Background: an optimization exercise with open tools, aiming at small area, a short achievable clock period and few clock cycles. Do not read the settings as production practice. RTL that was checked went through simulation tests only; none was proved equivalent to the original.

==> trial 52: inputs <==
==> flow/design.v (excerpt) <==
module processor(
  input wire clk, reset,
  input wire op,  
  input wire [7:0] in_data,
  input wire user_write_memory,
  input wire [7:0] user_address,
  output wire [7:0] out_data,  
  output wire done             
);
Settings: LEC_CHECK=0, CAP_MARGIN=20, CORE_MARGIN=2, CORE_UTILIZATION=50, CTS_CLUSTER_DIAMETER=110, CTS_CLUSTER_SIZE=26, PLACE_DENSITY=0.6, SETUP_SLACK_MARGIN=4, SLEW_MARGIN=20; clock period 12.5 ns.
standard.sh (not shown) runs the stock make flow with config.mk's settings and CLKGATE_MAP_FILE= SYNTH_SCRIPT=/design/flow/synth_recipe.tcl, a recipe that flattens the netlist after the stock synthesis.
==> flow/flow/run.sh <==
#!/bin/bash
# The standard flow's own layout (standard.sh), except for two changes to synthesis:
#  - ORFS's adder step (Yosys extract_fa and the full/half-adder cell map) is
#    skipped, so ABC maps the arithmetic as plain logic and times it whole;
#  - ABC runs flow/abc_map.script instead of ORFS's abc_speed.script: the
#    same commands, but one round of restructuring (&st &syn2 &if &synch2
#    &nf) after the first mapping instead of five, which saves area.
# Everything else, the registers included, is the standard synthesis and
# layout. Each tool's output goes to orfs_make.log and ORFS's own logs.
set -euo pipefail
here=$(pwd)
flowdir=$(cd "$(dirname "$0")" && pwd)

# ORFS's synth.tcl without the block from "Technology mapping of adders" up
# to "Technology mapping of latches", and with ABC given our script
sed -e '/^# Technology mapping of adders/,/^# Technology mapping of latches/{/^# Technology mapping of latches/!d}' \
    -e "s#^  log_cmd abc {\*}\$abc_args#  log_cmd abc {*}[lreplace \$abc_args 1 1 $flowdir/abc_map.script]#" \
  "$FLOW_HOME/scripts/synth.tcl" > "$here/synth_noadder.tcl"
grep -q '^# Technology mapping of latches' "$here/synth_noadder.tcl"
! grep -q 'extract_fa' "$here/synth_noadder.tcl"
grep -q 'abc_map.script' "$here/synth_noadder.tcl"

# The standard flow's synthesis script, sourcing that instead of ORFS's synth.tcl
sed "s#source \$::env(SCRIPTS_DIR)/synth.tcl#source $here/synth_noadder.tcl#" \
  synth_recipe.tcl > "$here/synth_recipe_noadder.tcl"
grep -q 'synth_noadder.tcl' "$here/synth_recipe_noadder.tcl"

# standard.sh with that synthesis script
sed "s#SYNTH_SCRIPT=[^ ]*#SYNTH_SCRIPT=$here/synth_recipe_noadder.tcl#" standard.sh > "$here/standard_noadder.sh"
grep -q 'synth_recipe_noadder.tcl' "$here/standard_noadder.sh"

bash "$here/standard_noadder.sh" finish > "$here/orfs_make.log" 2>&1
==> flow/flow/abc_map.script <==
&get -n
&st
&dch
&nf
&st
&syn2
&if -g -K 6
&synch2
&nf
&put
buffer -c
topo
stime -c
upsize -c
dnsize -c
==> inputs of build 39, as changes to trial 52 <==
==> flow/flow/run.sh (replaced) <==
#!/bin/bash
# The standard flow's own layout (standard.sh), except that synthesis skips ORFS's adder
# step (Yosys extract_fa and the full/half-adder cell map): ABC then maps the
# arithmetic as plain logic and times it as a whole. Everything else, the
# registers included, is the standard synthesis and layout.
set -euo pipefail
here=$(pwd)

# ORFS's synth.tcl without the block from "Technology mapping of adders" up
# to "Technology mapping of latches"
sed '/^# Technology mapping of adders/,/^# Technology mapping of latches/{/^# Technology mapping of latches/!d}' \
  "$FLOW_HOME/scripts/synth.tcl" > "$here/synth_noadder.tcl"
grep -q '^# Technology mapping of latches' "$here/synth_noadder.tcl"
! grep -q 'extract_fa' "$here/synth_noadder.tcl"

# The standard flow's synthesis script, sourcing that instead of ORFS's synth.tcl
sed "s#source \$::env(SCRIPTS_DIR)/synth.tcl#source $here/synth_noadder.tcl#" \
  synth_recipe.tcl > "$here/synth_recipe_noadder.tcl"
grep -q 'synth_noadder.tcl' "$here/synth_recipe_noadder.tcl"

# standard.sh with that synthesis script
sed "s#SYNTH_SCRIPT=[^ ]*#SYNTH_SCRIPT=$here/synth_recipe_noadder.tcl#" standard.sh > "$here/standard_noadder.sh"
grep -q 'synth_recipe_noadder.tcl' "$here/standard_noadder.sh"

bash "$here/standard_noadder.sh" finish > "$here/orfs_make.log" 2>&1
removed: flow/flow/abc_map.script
==> inputs of trial 16, as changes to trial 52 <==
--- a/flow/flow/run.sh
+++ b/flow/flow/run.sh
@@ -1,12 +1,4 @@
 #!/bin/bash
-# The standard flow's own layout (standard.sh), except for two changes to synthesis:
-#  - ORFS's adder step (Yosys extract_fa and the full/half-adder cell map) is
-#    skipped, so ABC maps the arithmetic as plain logic and times it whole;
-#  - ABC runs flow/abc_map.script instead of ORFS's abc_speed.script: the
-#    same commands, but one round of restructuring (&st &syn2 &if &synch2
-#    &nf) after the first mapping instead of five, which saves area.
-# Everything else, the registers included, is the standard synthesis and
-# layout. Each tool's output goes to orfs_make.log and ORFS's own logs.
 set -euo pipefail
 here=$(pwd)
 flowdir=$(cd "$(dirname "$0")" && pwd)
==> comparison <==
Build 39 completed without violations. Trial 16 finished with timing, DRC and antenna clean. Trial 52 finished with timing, DRC and antenna clean. In utilization, trial 52 and trial 16 do not differ. In build 39 the register-to-register slack is better than in trial 52, by 0.09 ns. In routed wire length, trial 16 and trial 52 do not differ. Between trial 52 and build 39, the lower hold slack is in trial 52 (gap 0.0044 ns). Critical path depth is the same in trial 52 and trial 16. In build 39 the via count is larger than in trial 16, by 4.8%. Against build 39, the non-clock buffer count of trial 16 is lower by 84.
==> figures <==
                                                                                trial 52                 trial 16                 build 39
Share of the synthesized area in compound gates (AO/OA/AOI/OAI)                   0.2339                   0.2339                   0.2342
Length in cells of the worst reg-to-reg path                                          28                       28                       29
Slew headroom                                                                     0.1308                   0.1308                   0.1011
Count of non-CTS buffers in the layout                                               993                      993                     1077
Sum of routed wire segments on met1                                             215.6 mm                 215.6 mm                 229.9 mm
Syn Area/Cell                                                                10.98 sq um              10.98 sq um              10.58 sq um
Outcome                                                          complete, no violations  complete, no violations  complete, no violations
Final Core Density                                                                0.5733                   0.5733                   0.5719
Clock Skews                                                                    0.1309 ns                0.1309 ns               0.09882 ns
Shortest period the worst path allows                                           8.715 ns                 8.715 ns                 8.589 ns
Wire length after detailed routing                                              650.0 mm                 650.0 mm                 671.6 mm
Endpoint of the most critical register-to-register path                          g_tc[1]                  g_tc[1]                 g_s0t[0]
Worst hold start                                                                  rv1[4]                   rv1[4]                   rv1[5]
# nets final                                                                      12.04k                   12.04k                   12.84k
Testbench counts of trial 52, summed over its fixed seeds: cycles 1,121.
Testbench counts of build 39, summed over its fixed seeds: cycles 1,121.
Testbench counts of trial 16, summed over its fixed seeds: cycles 1,121.

* * *

==> v25: inputs <==
processor, a different RTL version from the one above (not shown whole).
==> flow/config.mk <==
export PLATFORM = sky130hd
export DESIGN_NAME = processor
export DESIGN_NICKNAME = processor
export VERILOG_FILES = /design/flow/design.v
export SDC_FILE = /design/flow/constraint.sdc
export NUM_CORES = 8
export LEC_CHECK = 0
export CAP_MARGIN = 20
export CORE_MARGIN = 2
export CORE_UTILIZATION = 50
export PLACE_DENSITY = 0.6
export SETUP_SLACK_MARGIN = 4
export SLEW_MARGIN = 20
==> flow/constraint.sdc <==
create_clock -name core_clock -period 12.5 [get_ports {clk}]
set_input_delay 2.5000 -clock core_clock [delete_from_list [all_inputs] [get_ports {clk}]]
set_output_delay 2.5000 -clock core_clock [all_outputs]
set_load 0.01 [all_outputs]
==> flow/flow/run.sh <==
#!/bin/bash
# The standard flow's own layout (standard.sh), except that synthesis skips ORFS's adder
# step (Yosys extract_fa and the full/half-adder cell map): ABC then maps the
# arithmetic as plain logic and times it as a whole. Everything else, the
# registers included, is the standard synthesis and layout.
set -euo pipefail
here=$(pwd)

# ORFS's synth.tcl without the block from "Technology mapping of adders" up
# to "Technology mapping of latches"
sed '/^# Technology mapping of adders/,/^# Technology mapping of latches/{/^# Technology mapping of latches/!d}' \
  "$FLOW_HOME/scripts/synth.tcl" > "$here/synth_noadder.tcl"
grep -q '^# Technology mapping of latches' "$here/synth_noadder.tcl"
! grep -q 'extract_fa' "$here/synth_noadder.tcl"

# The standard flow's synthesis script, sourcing that instead of ORFS's synth.tcl
sed "s#source \$::env(SCRIPTS_DIR)/synth.tcl#source $here/synth_noadder.tcl#" \
  synth_recipe.tcl > "$here/synth_recipe_noadder.tcl"
grep -q 'synth_noadder.tcl' "$here/synth_recipe_noadder.tcl"

# standard.sh with that synthesis script
sed "s#SYNTH_SCRIPT=[^ ]*#SYNTH_SCRIPT=$here/synth_recipe_noadder.tcl#" standard.sh > "$here/standard_noadder.sh"
grep -q 'synth_recipe_noadder.tcl' "$here/standard_noadder.sh"

bash "$here/standard_noadder.sh" finish > "$here/orfs_make.log" 2>&1
==> v3: changes against v25 <==
--- a/flow/design.v
+++ b/flow/design.v
@@ -196,18 +196,20 @@
 module execute(
   input wire [7:0] ra, rb, rc, rd,
   input wire [23:0] w,               
   input wire [3:0] u1a, u1b,
   input wire [1:0] u1op,
   input wire [3:0] u2a, u2b,
   input wire u2sub, u2mul,
+  input wire [3:0] u3a, u3b,
+  input wire u3sub,
   input wire [3:0] ta, tb, tc, td, s0t, s1t, s2t,
   output wire [7:0] na, nb, nc, nd, s0d, s1d, s2d
 );
-  localparam [3:0] T_U1 = 4'd7, T_U2 = 4'd8;
+  localparam [3:0] T_U1 = 4'd7, T_U2 = 4'd8, T_U3 = 4'd9;
   function [7:0] early;
     input [3:0] t;
     input [7:0] a, b, c, d;
     input [23:0] w;
     begin
       case (t[2:0])
         3'd0: early = a;
@@ -237,70 +239,81 @@
   wire [7:0] x2b = (u2b == T_U1) ? u1 : e2b;
   wire [7:0] m2a = (u2a == T_U1) ? u1m : e2a;
   wire [7:0] m2b = (u2b == T_U1) ? u1m : e2b;
   wire [7:0] as2, mu2;
   add8c add2(.x(x2a), .y(x2b ^ {8{u2sub}}), .ci(u2sub), .s(as2));
   mul8 mul2(.a(m2a), .b(m2b), .p(mu2));
   wire [7:0] u2 = u2mul ? mu2 : as2;
+  wire [7:0] x3a = (u3a == T_U2) ? u2 : (u3a == T_U1) ? u1 : early(u3a, ra, rb, rc, rd, w);
+  wire [7:0] x3b = (u3b == T_U2) ? u2 : (u3b == T_U1) ? u1 : early(u3b, ra, rb, rc, rd, w);
+  wire [7:0] u3;
+  add8c add3(.x(x3a), .y(x3b ^ {8{u3sub}}), .ci(u3sub), .s(u3));
   function [7:0] pick;
     input [3:0] t;
-    input [7:0] e, r1, r2;
+    input [7:0] e, r1, r2, r3;
     begin
-      pick = (t == T_U2) ? r2 : (t == T_U1) ? r1 : e;
+      pick = (t == T_U3) ? r3 : (t == T_U2) ? r2 : (t == T_U1) ? r1 : e;
     end
   endfunction
-  assign na = pick(ta, early(ta, ra, rb, rc, rd, w), u1, u2);
-  assign nb = pick(tb, early(tb, ra, rb, rc, rd, w), u1, u2);
-  assign nc = pick(tc, early(tc, ra, rb, rc, rd, w), u1, u2);
-  assign nd = pick(td, early(td, ra, rb, rc, rd, w), u1, u2);
-  assign s0d = pick(s0t, early(s0t, ra, rb, rc, rd, w), u1, u2);
-  assign s1d = pick(s1t, early(s1t, ra, rb, rc, rd, w), u1, u2);
-  assign s2d = pick(s2t, early(s2t, ra, rb, rc, rd, w), u1, u2);
+  assign na = pick(ta, early(ta, ra, rb, rc, rd, w), u1, u2, u3);
+  assign nb = pick(tb, early(tb, ra, rb, rc, rd, w), u1, u2, u3);
+  assign nc = pick(tc, early(tc, ra, rb, rc, rd, w), u1, u2, u3);
+  assign nd = pick(td, early(td, ra, rb, rc, rd, w), u1, u2, u3);
+  assign s0d = pick(s0t, early(s0t, ra, rb, rc, rd, w), u1, u2, u3);
+  assign s1d = pick(s1t, early(s1t, ra, rb, rc, rd, w), u1, u2, u3);
+  assign s2d = pick(s2t, early(s2t, ra, rb, rc, rd, w), u1, u2, u3);
 endmodule
 module membank(
   input wire clk,
   input wire we,
   input wire [4:0] wrow,
   input wire [7:0] wdata,
   input wire [31:0] rsel,
-  output wire [7:0] rdata
+  input wire usel,             
+  output wire [7:0] rdata,
+  output wire [7:0] udata      
 );
   reg [7:0] mem [0:31];
   always @(posedge clk)
     if (we)
       mem[wrow] <= wdata;
-  reg [7:0] r;
-  integer i;
+  reg [7:0] qt [0:3];
+  integer i, j;
   always @* begin
-    r = 8'd0;
-    for (i = 0; i < 32; i = i + 1)
-      r = r | ({8{rsel[i]}} & mem[i]);
+    for (j = 0; j < 4; j = j + 1) begin
+      qt[j] = 8'd0;
+      for (i = 8 * j; i < 8 * j + 8; i = i + 1)
+        qt[j] = qt[j] | ({8{rsel[i]}} & mem[i]);
+    end
   end
-  assign rdata = r;
+  assign rdata = qt[0] | qt[1] | qt[2] | qt[3];
+  assign udata = ({8{usel}} & qt[0]) | ({8{usel}} & qt[1]) | ({8{usel}} & qt[2]) | ({8{usel}} & qt[3]);
 endmodule
 module group_decoder(
   input wire [71:0] win_all,      
   input wire [4:0] row_lo,        
   input wire [4:0] row_hi,        
   input wire short,               
   output wire [9:1] len_oh,       
   output wire halt,
   output wire [3:0] u1a, u1b,     
   output wire [1:0] u1op,         
   output wire [3:0] u2a, u2b,     
   output wire u2sub, u2mul,
+  output wire [3:0] u3a, u3b,     
+  output wire u3sub,
   output wire [3:0] ta, tb, tc, td,  
   output wire [23:0] imm,         
   output wire s0v, s1v, s2v,      
   output wire [7:0] s0a, s1a, s2a,
   output wire [3:0] s0t, s1t, s2t
 );
   localparam integer W = 9;       
   localparam integer K = 6;       
-  localparam [3:0] T_U1 = 4'd7, T_U2 = 4'd8;
+  localparam [3:0] T_U1 = 4'd7, T_U2 = 4'd8, T_U3 = 4'd9;
   wire [7:0] win [0:W];
   genvar j, r, k;
   generate for (j = 0; j < W; j = j + 1) begin: wb
     assign win[j] = win_all[8*j +: 8];
   end endgenerate
   assign win[W] = 8'd0;
   wire [W:0] two;    
@@ -384,38 +397,40 @@
         s = 4'b0001 << o[1:0];
       end
     end
     assign wr[k] = w;
     assign rd[k] = s;
     assign aop[k] = (o <= 8'h0e) ? 2'd0 : (o <= 8'h11) ? 2'd1 : (o <= 8'h14) ? 2'd2 : 2'd3;
   end endgenerate
-  wire [K-1:0] alu_ge1, alu_ge2, st_ge1, st_ge2, st_ge3, mvi_ge1, mvi_ge2, mvi_ge3, div_ge1;
+  wire [K-1:0] alu_ge1, alu_ge2, alu_ge3, st_ge1, st_ge2, st_ge3, mvi_ge1, mvi_ge2, mvi_ge3, div_ge1;
   wire [3:0] wb4 [0:K-1];
   wire [3:0] w2 [0:K-1];
-  assign alu_ge1[0] = 1'b0; assign alu_ge2[0] = 1'b0;
+  assign alu_ge1[0] = 1'b0; assign alu_ge2[0] = 1'b0; assign alu_ge3[0] = 1'b0;
   assign st_ge1[0]  = 1'b0; assign st_ge2[0]  = 1'b0; assign st_ge3[0] = 1'b0;
   assign mvi_ge1[0] = 1'b0; assign mvi_ge2[0] = 1'b0; assign mvi_ge3[0] = 1'b0;
   assign div_ge1[0] = 1'b0;
   assign wb4[0] = 4'b0000;
   assign w2[0] = 4'b0000;
   generate for (k = 1; k < K; k = k + 1) begin: cnt
     assign alu_ge1[k] = alu_ge1[k-1] | is_alu[k-1];
     assign alu_ge2[k] = alu_ge2[k-1] | (alu_ge1[k-1] & is_alu[k-1]);
+    assign alu_ge3[k] = alu_ge3[k-1] | (alu_ge2[k-1] & is_alu[k-1]);
     assign st_ge1[k]  = st_ge1[k-1] | is_st[k-1];
     assign st_ge2[k]  = st_ge2[k-1] | (st_ge1[k-1] & is_st[k-1]);
     assign st_ge3[k]  = st_ge3[k-1] | (st_ge2[k-1] & is_st[k-1]);
     assign mvi_ge1[k] = mvi_ge1[k-1] | is_mvi[k-1];
     assign mvi_ge2[k] = mvi_ge2[k-1] | (mvi_ge1[k-1] & is_mvi[k-1]);
     assign mvi_ge3[k] = mvi_ge3[k-1] | (mvi_ge2[k-1] & is_mvi[k-1]);
     assign div_ge1[k] = div_ge1[k-1] | (is_alu[k-1] & is_div[k-1]);
     assign wb4[k] = wb4[k-1] | wr[k-1];
     assign w2[k] = w2[k-1] | ({4{alu_ge2[k-1] | (alu_ge1[k-1] & is_alu[k-1])}} & wr[k-1]);
   end endgenerate
   wire [K-1:0] first_alu  = is_alu & ~alu_ge1;
   wire [K-1:0] second_alu = is_alu & alu_ge1 & ~alu_ge2;
+  wire [K-1:0] third_alu  = is_alu & alu_ge2 & ~alu_ge3;
   wire [K-1:0] first_st   = is_st & ~st_ge1;
   wire [K-1:0] second_st  = is_st & st_ge1 & ~st_ge2;
   wire [K-1:0] third_st   = is_st & st_ge2 & ~st_ge3;
   wire [K-1:0] mvi0 = is_mvi & ~mvi_ge1;
   wire [K-1:0] mvi1 = is_mvi & mvi_ge1 & ~mvi_ge2;
   wire [K-1:0] mvi2 = is_mvi & mvi_ge2 & ~mvi_ge3;
   reg [7:0] r_s0a, r_s1a, r_s2a;
@@ -434,15 +449,15 @@
   wire smc2 = (r_s2a[7:3] == row_lo) | (r_s2a[7:3] == row_hi);
   wire clash1 = (r_s1a[2:0] == r_s0a[2:0]);
   wire clash2 = (r_s2a[2:0] == r_s0a[2:0]) | (r_s2a[2:0] == r_s1a[2:0]);
   wire [K-1:0] cb, ca;
   generate for (k = 0; k < K; k = k + 1) begin: cut
     wire div_late = is_div[k] & (wb4[k][0] | |(wb4[k] & rd[k]));
     assign cb[k] = ~fit[k]
-                 | (is_alu[k] & (alu_ge2[k] | div_late
+                 | (is_alu[k] & (alu_ge3[k] | (alu_ge2[k] & ~is_as[k]) | div_late
                                  | (alu_ge1[k] & (is_div[k] | (is_mul[k] & div_ge1[k])))))
                  | (is_st[k] & (st_ge3[k] | |(w2[k] & rd[k])
                                 | (second_st[k] & clash1) | (third_st[k] & clash2)))
                  | (is_mvi[k] & mvi_ge3[k]);
     assign ca[k] = is_halt[k] | (first_st[k] & smc0) | (second_st[k] & smc1) | (third_st[k] & smc2);
   end endgenerate
   wire [K:1] stop;
@@ -476,15 +491,15 @@
   generate for (r = 0; r < 4; r = r + 1) begin: t0
     assign t[0][r] = r;
   end endgenerate
   generate for (k = 0; k < K; k = k + 1) begin: tg
     assign srct[k] = ({4{rd[k][0]}} & t[k][0]) | ({4{rd[k][1]}} & t[k][1])
                    | ({4{rd[k][2]}} & t[k][2]) | ({4{rd[k][3]}} & t[k][3]);
     wire [3:0] cv = is_mvi[k] ? (mvi_ge2[k] ? 4'd6 : mvi_ge1[k] ? 4'd5 : 4'd4)
-                              : (alu_ge1[k] ? T_U2 : T_U1);
+                              : (alu_ge2[k] ? T_U3 : alu_ge1[k] ? T_U2 : T_U1);
     for (r = 0; r < 4; r = r + 1) begin: rg
       wire w  = wr[k][r];
       wire wm = w & is_mov[k];
       wire wc = w & ~is_mov[k];
       assign t[k+1][r] = ({4{~w}} & t[k][r]) | ({4{wm}} & srct[k]) | ({4{wc}} & cv);
     end
   end endgenerate
@@ -497,46 +512,51 @@
         tend[m] = tend[m] | ({4{n_oh[i]}} & t[i][m]);
     end
   end
   assign ta = tend[0];
   assign tb = tend[1];
   assign tc = tend[2];
   assign td = tend[3];
-  reg [3:0] r_u1a, r_u1b, r_u2a, r_u2b, r_s0t, r_s1t, r_s2t;
+  reg [3:0] r_u1a, r_u1b, r_u2a, r_u2b, r_u3a, r_u3b, r_s0t, r_s1t, r_s2t;
   reg [1:0] r_u1op;
-  reg       r_u2sub, r_u2mul, r_s0v, r_s1v, r_s2v, r_halt;
+  reg       r_u2sub, r_u2mul, r_u3sub, r_s0v, r_s1v, r_s2v, r_halt;
   reg [23:0] r_imm;
   always @* begin
     r_u1a = 4'd0; r_u1b = 4'd0; r_u2a = 4'd0; r_u2b = 4'd0;
     r_s0t = 4'd0; r_s1t = 4'd0; r_s2t = 4'd0;
     r_u1op = 2'd0; r_u2sub = 1'b0; r_u2mul = 1'b0;
+    r_u3a = 4'd0; r_u3b = 4'd0; r_u3sub = 1'b0;
     r_s0v = 1'b0; r_s1v = 1'b0; r_s2v = 1'b0; r_halt = 1'b0;
     r_imm = 24'd0;
     for (i = 0; i < K; i = i + 1) begin
       r_u1a = r_u1a | ({4{first_alu[i]}} & t[i][0]);
       r_u1b = r_u1b | ({4{first_alu[i]}} & srct[i]);
       r_u1op = r_u1op | ({2{first_alu[i]}} & aop[i]);
       r_u2a = r_u2a | ({4{second_alu[i]}} & t[i][0]);
       r_u2b = r_u2b | ({4{second_alu[i]}} & srct[i]);
       r_u2sub = r_u2sub | (second_alu[i] & (aop[i] == 2'd1));
       r_u2mul = r_u2mul | (second_alu[i] & (aop[i] == 2'd2));
+      r_u3a = r_u3a | ({4{third_alu[i]}} & t[i][0]);
+      r_u3b = r_u3b | ({4{third_alu[i]}} & srct[i]);
+      r_u3sub = r_u3sub | (third_alu[i] & (aop[i] == 2'd1));
       r_s0t = r_s0t | ({4{first_st[i]}} & srct[i]);
       r_s0v = r_s0v | (first_st[i] & inc[i]);
       r_s1t = r_s1t | ({4{second_st[i]}} & srct[i]);
       r_s1v = r_s1v | (second_st[i] & inc[i]);
       r_s2t = r_s2t | ({4{third_st[i]}} & srct[i]);
       r_s2v = r_s2v | (third_st[i] & inc[i]);
       r_imm[7:0]   = r_imm[7:0]   | ({8{mvi0[i]}} & nx[i]);
       r_imm[15:8]  = r_imm[15:8]  | ({8{mvi1[i]}} & nx[i]);
       r_imm[23:16] = r_imm[23:16] | ({8{mvi2[i]}} & nx[i]);
       r_halt = r_halt | (is_halt[i] & inc[i]);
     end
   end
   assign u1a = r_u1a; assign u1b = r_u1b; assign u1op = r_u1op;
   assign u2a = r_u2a; assign u2b = r_u2b; assign u2sub = r_u2sub; assign u2mul = r_u2mul;
+  assign u3a = r_u3a; assign u3b = r_u3b; assign u3sub = r_u3sub;
   assign s0t = r_s0t; assign s1t = r_s1t; assign s2t = r_s2t;
   assign s0v = r_s0v; assign s1v = r_s1v; assign s2v = r_s2v;
   assign imm = r_imm;
   assign halt = r_halt;
 endmodule
 module processor(
   input wire clk, reset,
@@ -556,66 +576,75 @@
   reg        g_valid;
   reg        g_halt;
   reg [23:0] g_imm;       
   reg [3:0]  g_u1a, g_u1b;
   reg [1:0]  g_u1op;
   reg [3:0]  g_u2a, g_u2b;
   reg        g_u2sub, g_u2mul;
+  reg [3:0]  g_u3a, g_u3b;
+  reg        g_u3sub;
   reg [3:0]  g_ta, g_tb, g_tc, g_td;
   reg        g_s0v, g_s1v, g_s2v;
   reg [7:0]  g_s0a, g_s1a, g_s2a;
   reg [3:0]  g_s0t, g_s1t, g_s2t;
   wire [4:0] row0 = pc[7:3];
   wire [4:0] row1 = row0 + 5'd1;
   wire [4:0] row2 = row0 + 5'd2;
   wire [7:0] a_new, b_new, c_new, d_new, s0d, s1d, s2d;
   execute ex(
     .ra(reg_a), .rb(reg_b), .rc(reg_c), .rd(reg_d), .w(g_imm),
     .u1a(g_u1a), .u1b(g_u1b), .u1op(g_u1op),
     .u2a(g_u2a), .u2b(g_u2b), .u2sub(g_u2sub), .u2mul(g_u2mul),
+    .u3a(g_u3a), .u3b(g_u3b), .u3sub(g_u3sub),
     .ta(g_ta), .tb(g_tb), .tc(g_tc), .td(g_td), .s0t(g_s0t), .s1t(g_s1t), .s2t(g_s2t),
     .na(a_new), .nb(b_new), .nc(c_new), .nd(d_new), .s0d(s0d), .s1d(s1d), .s2d(s2d)
   );
   wire all0 = &rv0;
   wire all1 = &rv1;
   wire [4:0] frow = ~all0 ? row0 : ~all1 ? row1 : row2;
   wire [4:0] rrow = op ? frow : user_address[7:3];
   wire [31:0] rsel = 32'd1 << rrow;
   wire [7:0] cw0 = {8{g_valid & g_s0v}} & (8'd1 << g_s0a[2:0]);
   wire [7:0] cw1 = {8{g_valid & g_s1v}} & (8'd1 << g_s1a[2:0]);
   wire [7:0] cw2 = {8{g_valid & g_s2v}} & (8'd1 << g_s2a[2:0]);
   wire [7:0] uwb = {8{~op & user_write_memory}} & (8'd1 << user_address[2:0]);
   wire [63:0] bank_row;
+  wire [63:0] bank_user;
+  wire [7:0]  ubank = 8'd1 << user_address[2:0];
   genvar b;
   generate for (b = 0; b < 8; b = b + 1) begin: bk
     wire       we   = cw0[b] | cw1[b] | cw2[b] | uwb[b];
     wire [4:0] wrow = cw0[b] ? g_s0a[7:3] : cw1[b] ? g_s1a[7:3] : cw2[b] ? g_s2a[7:3] : user_address[7:3];
     wire [7:0] wdat = cw0[b] ? s0d : cw1[b] ? s1d : cw2[b] ? s2d : in_data;
     membank m(.clk(clk), .we(we), .wrow(wrow), .wdata(wdat), .rsel(rsel),
-              .rdata(bank_row[8*b +: 8]));
+              .usel(ubank[b]), .rdata(bank_row[8*b +: 8]), .udata(bank_user[8*b +: 8]));
   end endgenerate
-  assign out_data = bank_row[{user_address[2:0], 3'b000} +: 8];
+  assign out_data = bank_user[7:0] | bank_user[15:8] | bank_user[23:16] | bank_user[31:24]
+                  | bank_user[39:32] | bank_user[47:40] | bank_user[55:48] | bank_user[63:56];
   wire [2:0] pcl = pc[2:0];
   wire [127:0] rbuf = {rb1, rb0};
   wire [71:0] win_all = rbuf[{pcl, 3'b000} +: 72];
   wire [9:1] f_len_oh;
   wire [23:0] f_imm;
   wire       f_halt;
   wire [3:0] f_u1a, f_u1b, f_u2a, f_u2b;
   wire [1:0] f_u1op;
   wire       f_u2sub, f_u2mul;
+  wire [3:0] f_u3a, f_u3b;
+  wire       f_u3sub;
   wire [3:0] f_ta, f_tb, f_tc, f_td;
   wire       f_s0v, f_s1v, f_s2v;
   wire [7:0] f_s0a, f_s1a, f_s2a;
   wire [3:0] f_s0t, f_s1t, f_s2t;
   group_decoder dec(
     .win_all(win_all), .row_lo(row0), .row_hi(row1), .short(pcl == 3'd7),
     .len_oh(f_len_oh), .halt(f_halt), .imm(f_imm),
     .u1a(f_u1a), .u1b(f_u1b), .u1op(f_u1op),
     .u2a(f_u2a), .u2b(f_u2b), .u2sub(f_u2sub), .u2mul(f_u2mul),
+    .u3a(f_u3a), .u3b(f_u3b), .u3sub(f_u3sub),
     .ta(f_ta), .tb(f_tb), .tc(f_tc), .td(f_td),
     .s0v(f_s0v), .s1v(f_s1v), .s2v(f_s2v), .s0a(f_s0a), .s1a(f_s1a), .s2a(f_s2a),
     .s0t(f_s0t), .s1t(f_s1t), .s2t(f_s2t)
   );
   wire hz0 = g_s0v & ((g_s0a[7:3] == row0) | (g_s0a[7:3] == row1) | (g_s0a[7:3] == row2));
   wire hz1 = g_s1v & ((g_s1a[7:3] == row0) | (g_s1a[7:3] == row1) | (g_s1a[7:3] == row2));
   wire hz2 = g_s2v & ((g_s2a[7:3] == row0) | (g_s2a[7:3] == row1) | (g_s2a[7:3] == row2));
@@ -686,14 +715,15 @@
     end
   end endgenerate
   always @(posedge clk) begin
     g_halt <= f_halt;
     g_imm <= f_imm;
     g_u1a <= f_u1a; g_u1b <= f_u1b; g_u1op <= f_u1op;
     g_u2a <= f_u2a; g_u2b <= f_u2b; g_u2sub <= f_u2sub; g_u2mul <= f_u2mul;
+    g_u3a <= f_u3a; g_u3b <= f_u3b; g_u3sub <= f_u3sub;
     g_ta <= f_ta; g_tb <= f_tb; g_tc <= f_tc; g_td <= f_td;
     g_s0v <= f_s0v; g_s0a <= f_s0a; g_s0t <= f_s0t;
     g_s1v <= f_s1v; g_s1a <= f_s1a; g_s1t <= f_s1t;
     g_s2v <= f_s2v; g_s2a <= f_s2a; g_s2t <= f_s2t;
   end
   assign done = done_r;
 endmodule
==> results.txt <==
v3 passed the timing, design-rule and antenna checks. v25 finished with timing, DRC and antenna clean. Against v25, the synthesized area of v3 is larger by 1.5%. Synthesized cell count: v3 is larger than v25 (3.0%). In v3 the clock skew is lower than in v25, by 0.019 ns. Against v3, the utilization of v25 is higher by 0.33 points. Between v3 and v25, the lower sequential share of layout area is in v3 (gap 0.20 points). Count of clock-buffer cells in the layout: v25 is lower than v3 (9). Between v3 and v25, the lower flip-flop and latch count is in v25 (gap 9). Between v25 and v3, the lower routed wire length is in v3 (gap about 5.3%, measured against v3). Of v3 and v25, v3 has the higher via count (gap about 0.33%, measured against v25).
==> figures <==
| metric | v25 | v3 |
|---|---|---|
| Setup bufs post-CTS | 297 | 286 |
| Die extent in x | 501 um | 505 um |
| Distinct cells, synth | 120 | 143 |
| Multi-Input Combinational | 7614 | 7942 |
| Dpl cells | 14000 | 14400 |
| Maximum number of pins on one net before global-route repair | 81 | 79 |
| Vias in the first global route | 103000 | 103000 |
| R2R cell count | 31 | 37 |
| Filler cell count | 19300 | 19900 |
| Result of the run | no timing/DRC/antenna violations | no timing/DRC/antenna violations |
| Synthesized-area fraction occupied by and/or/nand/nor cells | 0.120 | 0.119 |
| Final std cells w/o fill | 15000 | 15500 |
| Ratio of layout area to synthesized area | 1.214x | 1.205x |
| Final WL | 635000 um | 602000 um |
| Gpl congestion | 1.06 | 1.10 |
| TritonCTS Sinks | 2333 | 2342 |
| Antenna violations before repair | 54 | 30 |
| Avg Inst Size Synth | 11.3 um^2 | 11.1 um^2 |
Testbench counts of v25, summed over its fixed seeds: cycles 1,339.
The RTL of v3 was laid out without a check of its function.

-- static timing again, ports no longer ideal --
The flow's constraints put no driver on any port. The routed layouts listed below were extracted and timed again, unchanged, in two steps.
Step 1 assumes that a clkbuf_16 drives the clock port and a buf_2 every other input.
Step 2 adds t to the input delays and takes it off the output delays; t is the mean of the earliest and latest rising clock arrival at the registers after step 1. Input paths then give back, and output paths get back, about the clock's delay inside the block.
Slacks: ideal ports / drivers / drivers and shift; pairs: ideal ports / drivers.
run	t (ns)	setup WS [ns]	latest minus earliest clock arrival (ns)	worst register clock-pin slew, ns	worst data-port slew with drivers (ns)
trial 52	0.917	3.785 / 3.607 / 3.607	0.131 / 0.131	0.12 / 0.12	0.22
build 39	0.902	3.911 / 3.631 / 3.631	0.100 / 0.101	0.12 / 0.12	0.38
trial 16	0.917	3.785 / 3.607 / 3.607	0.131 / 0.131	0.12 / 0.12	0.22
v25	0.996	3.813 / 3.647 / 3.647	0.150 / 0.150	0.08 / 0.08	0.30
v3	0.995	3.818 / 3.650 / 3.650	0.155 / 0.155	0.10 / 0.10	0.26
After both steps setup and hold are still met in every run listed. The setup slack of build 39, which loses most, moves by -0.280 ns with the drivers and by -0.280 ns with both steps.
